Source: an optimization exercise on an open RTL-to-GDS flow (aim: small area and a short achievable clock period). Production flows keep margins and buffers that such runs may drop.
Function was checked by simulation only, so behaviour that the tests miss may differ from the original.

## flow/design.v (module list and top-level ports; edited modules follow where they fit)
// module mul24: 1131 lines
// module mul24_c004: 631 lines
// module fa_cell: 4 lines
// module neuron: 388 lines
// module u_update: 367 lines
module neuron (CLK, INIT, RESET, SPIKED, V_OUT, U_OUT, I, a, b, c, d);
  // ...
==> flow/flow/run.sh <==
#!/bin/bash
set -euo pipefail
W=$(pwd)
bash "$W/standard.sh" SETUP_SLACK_MARGIN=60 finish > "$W/flow_make.log" 2>&1
==> flow/standard.sh <==
#!/bin/bash
# synth_recipe.tcl (not shown) runs the flow's synth.tcl, then flattens the netlist and writes it again
# the make line also repeats each setting of config.mk as NAME=value (left out here)
make -C /OpenROAD-flow-scripts/flow DESIGN_CONFIG=/design/flow/config.mk WORK_HOME=/design/flow/orfs CLKGATE_MAP_FILE= SYNTH_SCRIPT=/design/flow/synth_recipe.tcl "${@:-finish}"
==> flow/config.mk <==
export PLATFORM = sky130hd
export DESIGN_NAME = neuron
export DESIGN_NICKNAME = neuron
export VERILOG_FILES = /design/flow/design.v
export SDC_FILE = /design/flow/constraint.sdc
export NUM_CORES = 4
export LEC_CHECK = 0
export ABC_AREA = 1
export CAP_MARGIN = 50
export CORE_MARGIN = 2
export CORE_UTILIZATION = 70
export PLACE_DENSITY = 0.85
export SLEW_MARGIN = 70
export SYNTH_HIERARCHICAL = 1
export SYNTH_MINIMUM_KEEP_SIZE = 0
==> flow/constraint.sdc <==
create_clock -name core_clock -period 120.0 [get_ports {CLK}]
set_input_delay 24.0000 -clock core_clock [delete_from_list [all_inputs] [get_ports {CLK}]]
set_output_delay 24.0000 -clock core_clock [all_outputs]
set_load 0.01 [all_outputs]
==> impl_metrics.json, run 1 <==
{
  "yosys.cell_count.top_type": "nand2_1",
  "lastStage": "5_1_grt",
  "synth_commonest_cells": "nand2_1 (3030), inv_1 (1685), nand3_1 (1474), fa_1 (1162), xor2_1 (1154)",
  "synth_ff_type": "dfxtp_1",
  "ys_seq_area_share_pct": 1.25,
  "numCtsBuffers": 9,
  "top_usage_layer": "met2",
  "synth_edf_count": 1,
  "dpl.cell_count": 16600,
  "io_buffers": 227,
  "synth-simple-area-share_pct": 26.8,
  "ys_async_sr_fraction_pct": 0,
  "postCtsSetupBuffers": 92,
  "synth_top_family_by_area": "adder cells",
  "stop_error": "[ERROR GRT-0232] Routing congestion too high. Check the congestion heatmap in the GUI.",
  "num_rows": 140,
  "ys_ff_latch": 64,
  "grt_max_degree": 51,
  "status": "aborted with a tool error",
  "cts.sinks": 64,
  "grt_usage_pct": 68.6,
  "gr-usage-met2_pct": 88.0,
  "cts_max_path_buffers": 2,
  "met1_usage_pct": 69.7,
  "synth.area.top_cells": "fa_1 (23%), nand2_1 (11%), ha_1 (11%), xor2_1 (9.8%), nand3_1 (7.2%)",
  "grt-ovfl-total": 123,
  "synth_compound_area_share_pct": 15.6
}
==> run 2: changes to the inputs <==
--- a/flow/config.mk
+++ b/flow/config.mk
@@ -8,8 +8,8 @@
 export ABC_AREA = 1
 export CAP_MARGIN = 50
 export CORE_MARGIN = 2
-export CORE_UTILIZATION = 70
-export PLACE_DENSITY = 0.85
+export CORE_UTILIZATION = 60
+export PLACE_DENSITY = 0.75
 export SLEW_MARGIN = 70
 export SYNTH_HIERARCHICAL = 1
 export SYNTH_MINIMUM_KEEP_SIZE = 0
==> impl_metrics.json, run 2 <==
{
  "num_rows": 152,
  "synth_edf_count": 1,
  "wl_met2_um": 170000,
  "synth-xor-area-share_pct": 11.5,
  "grt_usage_pct": 42.7,
  "largestRegisters": "U (32), V (32)",
  "met1Wirelength_um": 153000,
  "cts_max_path_buffers": 2,
  "num-fill-cells": 15100,
  "cap_violations": 0,
  "routabilityCongestion": 1.05,
  "synth-simple-area-share_pct": 26.8,
  "netlist_instances": 15000,
  "wl_per_cell_um": 22.8,
  "root_buffer": "clkbuf_16",
  "dr_wl_met3_um": 43700,
  "dpl.cell_count": 16900,
  "antenna_found_initial": 23,
  "ys_async_sr_fraction_pct": 0,
  "arrival_ps": 58920,
  "initial_core_util_pct": 60.2,
  "synth_ff_type": "dfxtp_1",
  "drt_iter0_markers": 14200,
  "synth_top_family_by_area": "adder cells",
  "area_growth_pct": 13.6,
  "synth_adder_area_share_pct": 33.2,
  "cts_tree": "built",
  "yosys.cell_count.top_type": "nand2_1",
  "hold_buffers": 0,
  "mostFrequentLayoutCell": "nand2_1",
  "start_kind": "input port",
  "io_buffers": 227,
  "status": "complete, no violations",
  "synth.distinct_cells": 98,
  "ys_ff_latch": 64,
  "crit_path_max_incr_delay_ps": 560,
  "die-area_um2": 175000,
  "syn_area_um2": 103000,
  "synth_top_area_share_pct": 22.6,
  "numCtsBuffers": 9,
  "synth.area.top_cells": "fa_1 (23%), nand2_1 (11%), ha_1 (11%), xor2_1 (9.8%), nand3_1 (7.2%)",
  "via_per_inst": 6.34,
  "path_clk_slew_ps": 60,
  "highest_layer": "met5",
  "vias": 110000,
  "fmax_mhz": 17.1,
  "syn_area_per_cell_um2": 6.87,
  "relSlewSlack_pct": 55.6,
  "die_h_um": 418,
  "cp_max_fo": 54,
  "dr.pass1.iters": 10,
  "drive_gt1_share_pct": 15.4,
  "setup_viol": 0,
  "tightest_slew_ps": 662,
  "coreArea_um2": 171000,
  "ant_nets": 0,
  "required_ps": 120300,
  "clk_latency_ps": 380,
  "hold_violations": 0,
  "grt_max_degree": 54,
  "ys_seq_area_share_pct": 1.25,
  "cts.sinks": 64,
  "setup-tns-final_ps": 0,
  "synth_area_leader_cell": "fa_1",
  "cp_common_cell": "nand2_1",
  "grt_pass1_vias": 101000,
  "synth_compound_area_share_pct": 15.6,
  "mostFrequentLayoutCells": "nand2_1 (2921), inv_1 (1557), nand3_1 (1377), xor2_1 (1129), fa_1 (1106)",
  "drc": 0,
  "grt_pass1_wl_um": 589000,
  "critPathKind": "in -> reg",
  "fin_crit_sh_pct": 48.9,
  "post-dp-hpwl_um": 293000,
  "drt-total-wl_um": 396000,
  "synth_commonest_cells": "nand2_1 (3030), inv_1 (1685), nand3_1 (1474), fa_1 (1162), xor2_1 (1154)",
  "rsz0062_at_grt": "yes",
  "ys_warn_count": 10,
  "cts_max_level": 3,
  "synthMuxAreaShare_pct": 0.204,
  "hold_path_class": "reg -> reg",
  "instances_no_fill": 17400,
  "skew_ps": 19.3,
  "finalNetCount": 17400,
  "slew_violations": 0,
  "period_needed_ps": 58630,
  "cp-end-kind": "flip-flop",
  "grt-ovfl-total": 0,
  "die_w_um": 418,
  "cp_slowest_cell": "fa_2",
  "io_pins": 228
}
==> run 2: cell counts after synthesis <==
No cell type changed its count.
==> run 2: kinds of logic (layout without fill, tap and decap cells) <==
group / after synthesis / in the layout
flops: 64 / 64
xor+xnor: 1355 / 1355
other cells: 4 / 66
simple gates: 6050 / 6098
compound gates: 2769 / 2769
buf+inv: 2684 / 2767
mux: 21 / 21
fa+ha+maj: 2039 / 2039
==> run 2: final cells by class <==
| cell class | instances | area, um^2 | area share [%] |
|---|---|---|---|
| Clock buffer | 11 | 253 | 0.216 |
| Multi-Input combinational cell | 12300 | 95800 | 81.8 |
| Sequential cell | 64 | 1370 | 1.17 |
| Timing Repair Buffer | 964 | 9560 | 8.17 |
| Tap cell | 2233 | 2790 | 2.39 |
| Clock inverter | 5 | 52.6 | 0.0449 |
| Inverter | 1782 | 7150 | 6.11 |
| Timing Repair inverter | 5 | 37.5 | 0.0321 |
| Antenna cell | 21 | 52.6 | 0.0449 |
==> run 2: worst paths after layout <==
path              slack, ps  start  depth (start not counted)     to
setup / recovery      61370  b[27]                        214  U[29]
hold / removal          810  U[31]                          4  U[31]
hold reg to reg         810  U[31]                          4  U[31]
setup reg to reg      62340  V[26]                        381  V[30]
==> run 2: timing repair <==
action	CTS	global route
cloned	45	47
endpoints found under the setup margin	63	62
buffers inserted	104	304
resized for setup	298	741
pin swaps	111	315
==> run 2: Yosys stat by module, one instance, submodules excluded <==
module | cell area (um^2) | cells | flip-flops and latches | times used
neuron | 41200 | 7157 | 64 | 1
u_update | 17000 | 3068 | 0 | 1
mul24 | 7980 | 1159 | 0 | 3
mul24_c004 | 2640 | 375 | 0 | 1
fa_cell | 20.0 | 1 | 0 | 909
==> run 2: critical path, delay by kind of cell <==
family                     cells  cell delay [ps]
adders and majority gates     29            11030
buffers and inverters         41             5080
AOI/OAI and AO/OA             43             6780
xor gates and xnor gates       7             1330
and+or+nand+nor               94            10490
==> run 2: per-stage QoR <==
stage                     hold slack (ps)  util (%)  cell area, um^2  setup WS, ps
after CTS                             794      64.6           111000         59970
after detailed placement              782      62.8           108000         50680
after global routing                  803      68.4           117000         59040
final                                 812      68.4           117000         61370
after global placement                993      61.5           105000         46360
after floorplan                       652         -           103000         60010
==> run 2: per-layer routing <==
layer / track usage [%] / up-vias
li1: - / 50100
met1: 56.9 / 51700
met2: 64.2 / 7090
met3: 8.04 / 1599
met4: 25.5 / 10
met5: 0 / -
==> run 3: changes to the inputs <==
==> flow/flow/run.sh (replaced) <==
#!/bin/bash
set -euo pipefail
W=$(pwd)
bash "$W/standard.sh" SETUP_SLACK_MARGIN=60 SKIP_GATE_CLONING=1 SKIP_PIN_SWAP=1 finish > "$W/flow_make.log" 2>&1
==> impl_metrics.json, run 3 <==
{
  "synth_edf_count": 1,
  "critPathKind": "in -> reg",
  "slew_violations": 0,
  "num_rows": 152,
  "clk_latency_ps": 390,
  "tightest_slew_ps": 595,
  "skew_ps": 17.8,
  "root_buffer": "clkbuf_16",
  "path_depth": 209,
  "hold_path_class": "reg -> reg",
  "grt_pass1_vias": 100000,
  "antenna_found_initial": 21,
  "setup_viol": 0,
  "vias": 109000,
  "numCtsBuffers": 9,
  "grt_max_degree": 54,
  "die_w_um": 418,
  "grt_usage_pct": 42.3,
  "cp_max_fo": 32,
  "multiInputGateArea_um2": 94600,
  "io_buffers": 227,
  "dr.pass1.iters": 7,
  "grt-ovfl-total": 0,
  "initial_core_util_pct": 60.2,
  "ys_ff_latch": 64,
  "placed_area_um2": 108000,
  "required_ps": 120290,
  "synth.distinct_cells": 98,
  "largestRegisters": "U (32), V (32)",
  "instances_no_fill": 17300,
  "mostFrequentLayoutCell": "nand2_1",
  "r2r_slack_ps": 62820,
  "drc": 0,
  "crit_path_max_incr_delay_ps": 600,
  "cts_max_level": 3,
  "synth_area_leader_cell": "fa_1",
  "synth_top_area_share_pct": 22.6,
  "synth_ff_type": "dfxtp_1",
  "cp_num_buf_inv": 38,
  "crit_family": "adder cells",
  "seqCellArea_um2": 1370,
  "via_per_inst": 6.29,
  "whs_path_depth": 4,
  "ys_async_sr_fraction_pct": 0,
  "synth.area.top_cells": "fa_1 (23%), nand2_1 (11%), ha_1 (11%), xor2_1 (9.8%), nand3_1 (7.2%)",
  "dpl.cell_count": 16900,
  "hold_violations": 0,
  "mostFrequentLayoutCells": "nand2_1 (2947), inv_1 (1561), nand3_1 (1416), xor2_1 (1129), fa_1 (1124)",
  "r2r_cells": 375,
  "status": "complete, no violations",
  "fmax_mhz": 17.1,
  "rsz0062_at_grt": "no",
  "cp_common_cell": "nand2_1",
  "cp-end-kind": "flip-flop",
  "grt_pass1_wl_um": 584000,
  "final_area_um2": 115000,
  "num-fill-cells": 15400,
  "cap_violations": 0,
  "drt_iter0_markers": 13700,
  "io_pins": 228,
  "finalCoreUtilization_pct": 67.3,
  "area_growth_pct": 11.8,
  "period_needed_ps": 58440,
  "syn_area_per_cell_um2": 6.87,
  "synth_commonest_cells": "nand2_1 (3030), inv_1 (1685), nand3_1 (1474), fa_1 (1162), xor2_1 (1154)",
  "arrival_ps": 58730,
  "routabilityCongestion": 1.05,
  "ys_warn_count": 10,
  "ant_nets": 0,
  "coreArea_um2": 171000,
  "cts_tree": "built",
  "cts_max_path_buffers": 2,
  "drive_gt1_share_pct": 14.3,
  "cp_slowest_cell": "fa_2",
  "wl_per_cell_um": 22.5,
  "yosys.cell_count.top_type": "nand2_1",
  "relSlewSlack_pct": 59.9,
  "die-area_um2": 175000,
  "cts.sinks": 64,
  "finalNetCount": 17300,
  "setup-tns-final_ps": 0,
  "drt-total-wl_um": 390000,
  "fin_crit_sh_pct": 48.7,
  "ys_seq_area_share_pct": 1.25,
  "path_clk_slew_ps": 60,
  "start_kind": "input port",
  "post-dp-hpwl_um": 293000,
  "netlist_instances": 15000,
  "die_h_um": 418,
  "syn_area_um2": 103000
}
[run 3: per-stage QoR]
stage | setup slack (ps) | hold WS [ps]
2_1_floorplan | 60010 | 652
3_3_place_gp | 46360 | 993
3_5_place_dp | 50680 | 782
4_1_cts | 60010 | 794
5_1_grt | 59190 | 803
6_report | 61560 | 805
[run 3: logic make-up (layout without fill, tap and decap cells)]
| kind of cell | count (synthesis) | in the layout | synth area share, % |
|---|---|---|---|
| AOI/OAI and AO/OA | 2769 | 2769 | 15.6 |
| xor gates and xnor gates | 1355 | 1355 | 11.5 |
| adders and majority gates | 2039 | 2039 | 33.2 |
| buffers and inverters | 2684 | 2747 | 11.3 |
| DFF | 64 | 64 | 1.25 |
| muxes | 21 | 21 | 0.204 |
| other | 4 | 63 | 0.0146 |
| and+or+nand+nor | 6050 | 6050 | 26.8 |
[run 3: layout make-up]
class                   instances  share of cell area, %
inverters                    1782                   6.20
repair buffers                949                   7.80
well taps                    2233                   2.42
clock buffers                  11                  0.219
clock inverters                 5                 0.0456
multi-input cells           12300                   82.1
diodes                         18                 0.0391
flip-flops and latches         64                   1.19
[run 3: modules after synthesis, one instance, submodules excluded]
module / times used / cells
neuron: 1 / 7157
u_update: 1 / 3068
mul24: 3 / 1159
mul24_c004: 1 / 375
fa_cell: 909 / 1
[run 3: metal layers]
layer | vias to the layer above | part of all wire (%) | GRT usage (%)
met3 | 1463 | 11 | 8.13
li1 | 49800 | - | -
met4 | 12 | 7.7 | 26.4
met1 | 51100 | 39 | 56.3
met5 | - | 0.020 | 0
met2 | 6751 | 43 | 63.1
[run 3: path summary, 6_finish.rpt]
check           to   from
max          U[27]  b[23]
min          U[31]  U[31]
max reg2reg  V[30]  V[23]
min reg2reg  U[31]  U[31]
[run 3: worst min-delay path, stage by stage, from the launching register on]
cell     delay, ps
dfxtp_2        460
inv_1          160
a21oi_1         70
inv_1           50
nor2_1          30
[run 3: what timing repair did]
action / CTS / global route
endpoints found under the setup margin: 63 / 62
setup buffers: 110 / 322
pin swaps: 0 / 0
gates resized for setup: 264 / 592
hold buffers: 0 / 0
==> run 4: changes to the inputs <==
==> flow/run.sh (new file) <==
#!/bin/bash
# synth_recipe.tcl (not shown) runs the flow's synth.tcl, then flattens the netlist and writes it again
# the make line also repeats each setting of config.mk as NAME=value (left out here)
make -C /OpenROAD-flow-scripts/flow DESIGN_CONFIG=/design/flow/config.mk WORK_HOME=/design/flow/orfs CLKGATE_MAP_FILE= SYNTH_SCRIPT=/design/flow/synth_recipe.tcl finish
removed: flow/flow/run.sh
removed: flow/standard.sh
==> impl_metrics.json, run 4 <==
{
  "status": "complete, no violations",
  "postCtsSetupBuffers": 0,
  "crit_path_max_incr_delay_ps": 540,
  "rsz0062_at_grt": "no",
  "cts_tree": "built",
  "synth_edf_count": 1,
  "netlist_instances": 15000,
  "arrival_ps": 69270,
  "drive_gt1_share_pct": 8.53,
  "drc": 0,
  "via_per_inst": 6.24,
  "r2r_cells": 388,
  "ys_async_sr_fraction_pct": 0,
  "synth.distinct_cells": 98,
  "cp_max_fo": 42,
  "fmax_mhz": 14.5,
  "yosys.cell_count.top_type": "nand2_1",
  "drt_iter0_markers": 12500,
  "ys_seq_area_share_pct": 1.25,
  "synth_commonest_cells": "nand2_1 (3030), inv_1 (1685), nand3_1 (1474), fa_1 (1162), xor2_1 (1154)",
  "tightest_slew_ps": 513,
  "skew_ps": 16.4,
  "mostFrequentLayoutCells": "nand2_1 (3016), inv_1 (1603), nand3_1 (1470), fa_1 (1162), xor2_1 (1133)",
  "hp-start": "U[31]",
  "synth_area_leader_cell": "fa_1",
  "mostFrequentLayoutCell": "nand2_1",
  "num_rows": 152,
  "top_usage_layer": "met2",
  "antenna_found_initial": 9,
  "numCtsBuffers": 9,
  "slew_violations": 0,
  "grt_max_degree": 78,
  "coreArea_um2": 171000,
  "hold_violations": 0,
  "finalNetCount": 16900,
  "hold_buffers": 0,
  "synth_ff_type": "dfxtp_1",
  "cts.sinks": 64,
  "setup_viol": 0,
  "placed_area_um2": 107000,
  "io_pins": 228,
  "final_area_um2": 108000,
  "relSlewSlack_pct": 65.6,
  "grt_use_met3_pct": 7.12,
  "post-dp-hpwl_um": 292000,
  "hold_path_class": "reg -> reg",
  "cts_max_level": 3,
  "grt_usage_pct": 41.2,
  "wl_per_cell_um": 21.9,
  "io_buffers": 227,
  "required_ps": 120270,
  "die_w_um": 418,
  "syn_area_per_cell_um2": 6.87,
  "largestRegisters": "U (32), V (32)",
  "die-area_um2": 175000,
  "grt_pass1_vias": 99600,
  "grt_pass1_wl_um": 571000,
  "grt-ovfl-total": 0,
  "gr-usage-met2_pct": 63.3,
  "hold_slack_ps": 863,
  "vias": 106000,
  "setup-tns-final_ps": 0,
  "syn_area_um2": 103000,
  "start_kind": "flip-flop",
  "critPathKind": "reg -> reg",
  "dr.pass1.iters": 9,
  "period_needed_ps": 69000,
  "cp-end-kind": "flip-flop",
  "path_clk_slew_ps": 70,
  "ys_ff_latch": 64,
  "cp_common_cell": "nand2_1",
  "synth.area.top_cells": "fa_1 (23%), nand2_1 (11%), ha_1 (11%), xor2_1 (9.8%), nand3_1 (7.2%)",
  "cp_slowest_cell": "fa_1",
  "root_buffer": "clkbuf_16",
  "synth_top_area_share_pct": 22.6,
  "whs_path_depth": 5,
  "routabilityCongestion": 1.03,
  "cts_max_path_buffers": 2,
  "met1_usage_pct": 54.3,
  "die_h_um": 418,
  "clk_latency_ps": 370,
  "cap_violations": 0,
  "ys_warn_count": 10,
  "drt-total-wl_um": 371000,
  "crit_start": "V[27]",
  "initial_core_util_pct": 60.2,
  "r2r-start": "V[27]",
  "area_growth_pct": 5.22,
  "fin_crit_sh_pct": 57.5,
  "cts_resized": 0,
  "ant_nets": 0
}
[run 4: metrics by stage]
step / std cells / setup WS (ps) / utilization [%]
global placement: 16800 / 47430 / 61.5
finish: 16900 / 51000 / 63.3
detailed placement: 16900 / 51030 / 62.8
global route: 16900 / 44050 / 63.3
floorplan: 15000 / 58590 / -
CTS: 16900 / 50820 / 62.9
[run 4: worst max-delay path: cells and delay by family (launching register included)]
family | cells | cell delay [ps]
AND/OR/NAND/NOR | 197 | 25880
AO/OA/AOI/OAI | 84 | 15040
adder cells (fa/ha/maj) | 39 | 15200
XOR/XNOR | 12 | 2260
buffers and inverters | 56 | 9860
flip-flops | 1 | 300
[run 4: Yosys stat by module (local to each module, per instance)]
module,times used,cell area (um^2),cells inside,flip-flops and latches
mul24,3,7980,1159,0
neuron,1,41200,7157,64
mul24_c004,1,2640,375,0
u_update,1,17000,3068,0
fa_cell,909,20.0,1,0
[run 4: cell type report]
type,count,area (um^2)
inverters,1782,6880
clock buffers,11,264
fillers,16300,62800
repair buffers,531,5110
well taps,2233,2790
clock inverters,5,33.8
multi-input cells,12300,91900
flip-flops and latches,64,1360
diodes,11,27.5
[run 4: path summary, 6_finish.rpt]
path	slack, ps	to
setup / recovery	51000	V[30]
hold / removal	860	U[31]
setup reg to reg	51000	V[30]
hold reg to reg	860	U[31]
[run 4: kinds of logic after synthesis]
group,after synthesis,share of synthesized area [%]
simple gates,6050,26.8
xor+xnor,1355,11.5
fa+ha+maj,2039,33.2
compound gates,2769,15.6
buf+inv,2684,11.3
mux,21,0.204
flops,64,1.25
other cells,4,0.0146
[run 4: metal layers]
metal / part of all wire (%) / vias up
li1: - / 49000
met1: 40 / 49100
met5: 0.0070 / -
met4: 7.1 / 4
met3: 10 / 1330
met2: 43 / 6133
==> run 5: changes to the inputs <==
==> flow/flow/run.sh (new file) <==
#!/bin/bash
set -euo pipefail
W=$(pwd)
bash "$W/standard.sh" SETUP_SLACK_MARGIN=60 SKIP_GATE_CLONING=1 SKIP_PIN_SWAP=1 SETUP_MOVE_SEQUENCE=unbuffer,sizeup,buffer finish > "$W/flow_make.log" 2>&1
==> flow/standard.sh (new file) <==
#!/bin/bash
# synth_recipe.tcl (not shown) runs the flow's synth.tcl, then flattens the netlist and writes it again
# the make line also repeats each setting of config.mk as NAME=value (left out here)
make -C /OpenROAD-flow-scripts/flow DESIGN_CONFIG=/design/flow/config.mk WORK_HOME=/design/flow/orfs CLKGATE_MAP_FILE= SYNTH_SCRIPT=/design/flow/synth_recipe.tcl "${@:-finish}"
removed: flow/run.sh
==> impl_metrics.json, run 5 <==
{
  "status": "complete, no violations",
  "mostFrequentLayoutCells": "nand2_1 (2834), inv_1 (1546), nand3_1 (1255), xor2_1 (1126), fa_1 (1109)",
  "synth_adder_area_share_pct": 33.2,
  "crit_path_max_incr_delay_ps": 630,
  "area_growth_pct": 13.0,
  "grt_pass1_wl_um": 579000,
  "syn_area_per_cell_um2": 6.87,
  "grt_max_degree": 74,
  "synth.distinct_cells": 98,
  "start_kind": "input port",
  "ys_async_sr_fraction_pct": 0,
  "cp-end-kind": "flip-flop",
  "syn_area_um2": 103000,
  "cp_slowest_cell": "fa_2",
  "cts_max_path_buffers": 2,
  "arrival_ps": 58960,
  "hold_path_class": "reg -> reg",
  "final_area_um2": 116000,
  "required_ps": 120290,
  "fmax_mhz": 17.0,
  "ant_nets": 0,
  "setup_viol": 0,
  "synth_top_area_share_pct": 22.6,
  "drive_gt1_share_pct": 16.2,
  "drt-total-wl_um": 385000,
  "grt-ovfl-total": 0,
  "netlist_instances": 15000,
  "period_needed_ps": 58660,
  "vias": 108000,
  "finalCoreUtilization_pct": 68.0,
  "numCtsBuffers": 9,
  "ys_seq_area_share_pct": 1.25,
  "antenna_found_initial": 20,
  "die-area_um2": 175000,
  "r2r_cells": 368,
  "synth_area_leader_cell": "fa_1",
  "grt_pass1_vias": 99800,
  "slew_violations": 0,
  "rsz0062_at_grt": "no",
  "die_h_um": 418,
  "cts.sinks": 64,
  "die_w_um": 418,
  "num_rows": 152,
  "r2r-start": "V[23]",
  "io_buffers": 227,
  "grt_usage_pct": 41.9,
  "synthMuxAreaShare_pct": 0.204,
  "io_pins": 228,
  "clk_latency_ps": 380,
  "drt_iter0_markers": 13000,
  "synth_commonest_cells": "nand2_1 (3030), inv_1 (1685), nand3_1 (1474), fa_1 (1162), xor2_1 (1154)",
  "crit_start": "b[22]",
  "cap_violations": 0,
  "critPathKind": "in -> reg",
  "finalNetCount": 17200,
  "synth.area.top_cells": "fa_1 (23%), nand2_1 (11%), ha_1 (11%), xor2_1 (9.8%), nand3_1 (7.2%)",
  "dr.pass1.iters": 10,
  "rr_endpoint": "V[30]",
  "path_clk_slew_ps": 60,
  "tightest_slew_ps": 619,
  "cts_tree": "built",
  "synth_edf_count": 1,
  "routabilityCongestion": 1.05,
  "coreArea_um2": 171000,
  "relSlewSlack_pct": 58.4,
  "synth-xor-area-share_pct": 11.5,
  "post-dp-hpwl_um": 293000,
  "skew_ps": 17.3,
  "setup-tns-final_ps": 0,
  "num-fill-cells": 15200,
  "r2r_slack_ps": 62300,
  "largestRegisters": "U (32), V (32)",
  "synth_top_family_by_area": "adder cells",
  "synth-simple-area-share_pct": 26.8,
  "fin_crit_sh_pct": 48.9,
  "cts_max_level": 3,
  "ys_ff_latch": 64,
  "mostFrequentLayoutCell": "nand2_1",
  "hold_violations": 0,
  "wl_per_cell_um": 22.4,
  "via_per_inst": 6.28,
  "setup.worst_path.end": "U[29]",
  "root_buffer": "clkbuf_16",
  "drc": 0,
  "cp_common_cell": "nand2_2",
  "synth_ff_type": "dfxtp_1",
  "ys_warn_count": 10,
  "synth_compound_area_share_pct": 15.6,
  "cp_max_fo": 73,
  "placed_area_um2": 108000,
  "initial_core_util_pct": 60.2,
  "yosys.cell_count.top_type": "nand2_1"
}
[run 5: cell counts after synthesis]
Identical to the previous run, type by type.
[run 5: modules after synthesis, one instance, submodules excluded]
module / cells inside / times used / area [um^2]
neuron: 7157 / 1 / 41200
u_update: 3068 / 1 / 17000
mul24: 1159 / 3 / 7980
mul24_c004: 375 / 1 / 2640
fa_cell: 1 / 909 / 20.0
[run 5: repair_timing]
item | CTS | global route
hold buffers | 0 | 0
resized for setup | 352 | 1063
buffers inserted | 91 | 221
pin swaps | 0 | 0
setup endpoints to repair | 63 | 62
[run 5: cells by family (layout without fill, tap and decap cells)]
| logic type | count (synthesis) | in the layout |
|---|---|---|
| mux | 21 | 21 |
| fa+ha+maj | 2039 | 2039 |
| xor+xnor | 1355 | 1355 |
| flops | 64 | 64 |
| other cells | 4 | 62 |
| simple gates | 6050 | 6050 |
| buf+inv | 2684 | 2628 |
| compound gates | 2769 | 2769 |
[run 5: layout make-up]
class / count / area (um^2) / area share, %
sequential: 64 / 1370 / 1.18
inverter: 1782 / 7280 / 6.26
clock buffer: 11 / 253 / 0.217
antenna: 17 / 42.5 / 0.0365
timing repair buffer: 830 / 7810 / 6.71
clock inverter: 5 / 52.6 / 0.0451
tap: 2233 / 2790 / 2.40
multi-input combinational: 12300 / 96800 / 83.2
[run 5: worst max-delay path, delay by kind of cell]
kind / cells / cell delay (ps)
fa+ha+maj: 29 / 11340
simple gates: 95 / 10540
compound gates: 44 / 6730
buf+inv: 34 / 5060
xor+xnor: 6 / 1100
[run 5: worst min path at each step]
stage / start / end / slack, ps / depth (start not counted)
6_report: U[31] / U[31] / 810 / 4
3_3_place_gp: U[31] / U[31] / 990 / 4
2_1_floorplan: U[31] / U[31] / 650 / 4
3_5_place_dp: U[31] / U[31] / 780 / 4
4_1_cts: U[31] / U[31] / 790 / 4
5_1_grt: U[31] / U[31] / 800 / 4
[run 5: routing by layer]
| metal | GRT usage (%) | vias to the layer above | wire length [um] |
|---|---|---|---|
| li1 | - | 49600 | - |
| met1 | 56.0 | 50700 | 151000 |
| met2 | 62.7 | 6512 | 166000 |
| met3 | 7.45 | 1411 | 40000 |
| met4 | 26.1 | 10 | 29000 |
| met5 | 0 | - | 66 |
[run 5: through the flow]
step / cells / hold slack [ps] / worst slack, ps
2_1_floorplan: 15000 / 652 / 60010
3_3_place_gp: 16800 / 993 / 46360
3_5_place_dp: 16900 / 782 / 50680
4_1_cts: 17000 / 794 / 60000
5_1_grt: 17200 / 803 / 59000
6_report: 17200 / 813 / 61340

-- afterwards: timing with drivers on the ports --
The flow's constraints put no driver on any port. The routed layouts listed below were extracted and timed again, unchanged, in two steps. Step 1, drivers: a clkbuf_16 drives CLK and a buf_2 each remaining input, both assumed. Step 2 moves the port delays by t, midway between the first and last clock arrival at a register: inputs arrive t later, outputs are due t later. That takes back most of the time a late clock gives input paths. a / b / c = ideal ports / drivers / drivers and shift; a / b = the first two.
run	t (ns)	setup WS [ns]	slew at the worst register clock pin (ns)	worst slew at a driven data input, ns
run 2	0.428	61.373 / 61.409 / 60.981	0.07 / 0.07	0.21
run 3	0.438	61.558 / 61.531 / 61.093	0.07 / 0.07	0.21
run 4	0.438	51.002 / 51.002 / 51.002	0.07 / 0.07	0.18
run 5	0.434	61.336 / 61.316 / 60.882	0.07 / 0.07	0.22
After both steps every run listed still meets setup and hold. For run 3, which loses most, drivers alone change the setup slack by -0.027 ns; drivers and shift together by -0.465 ns.
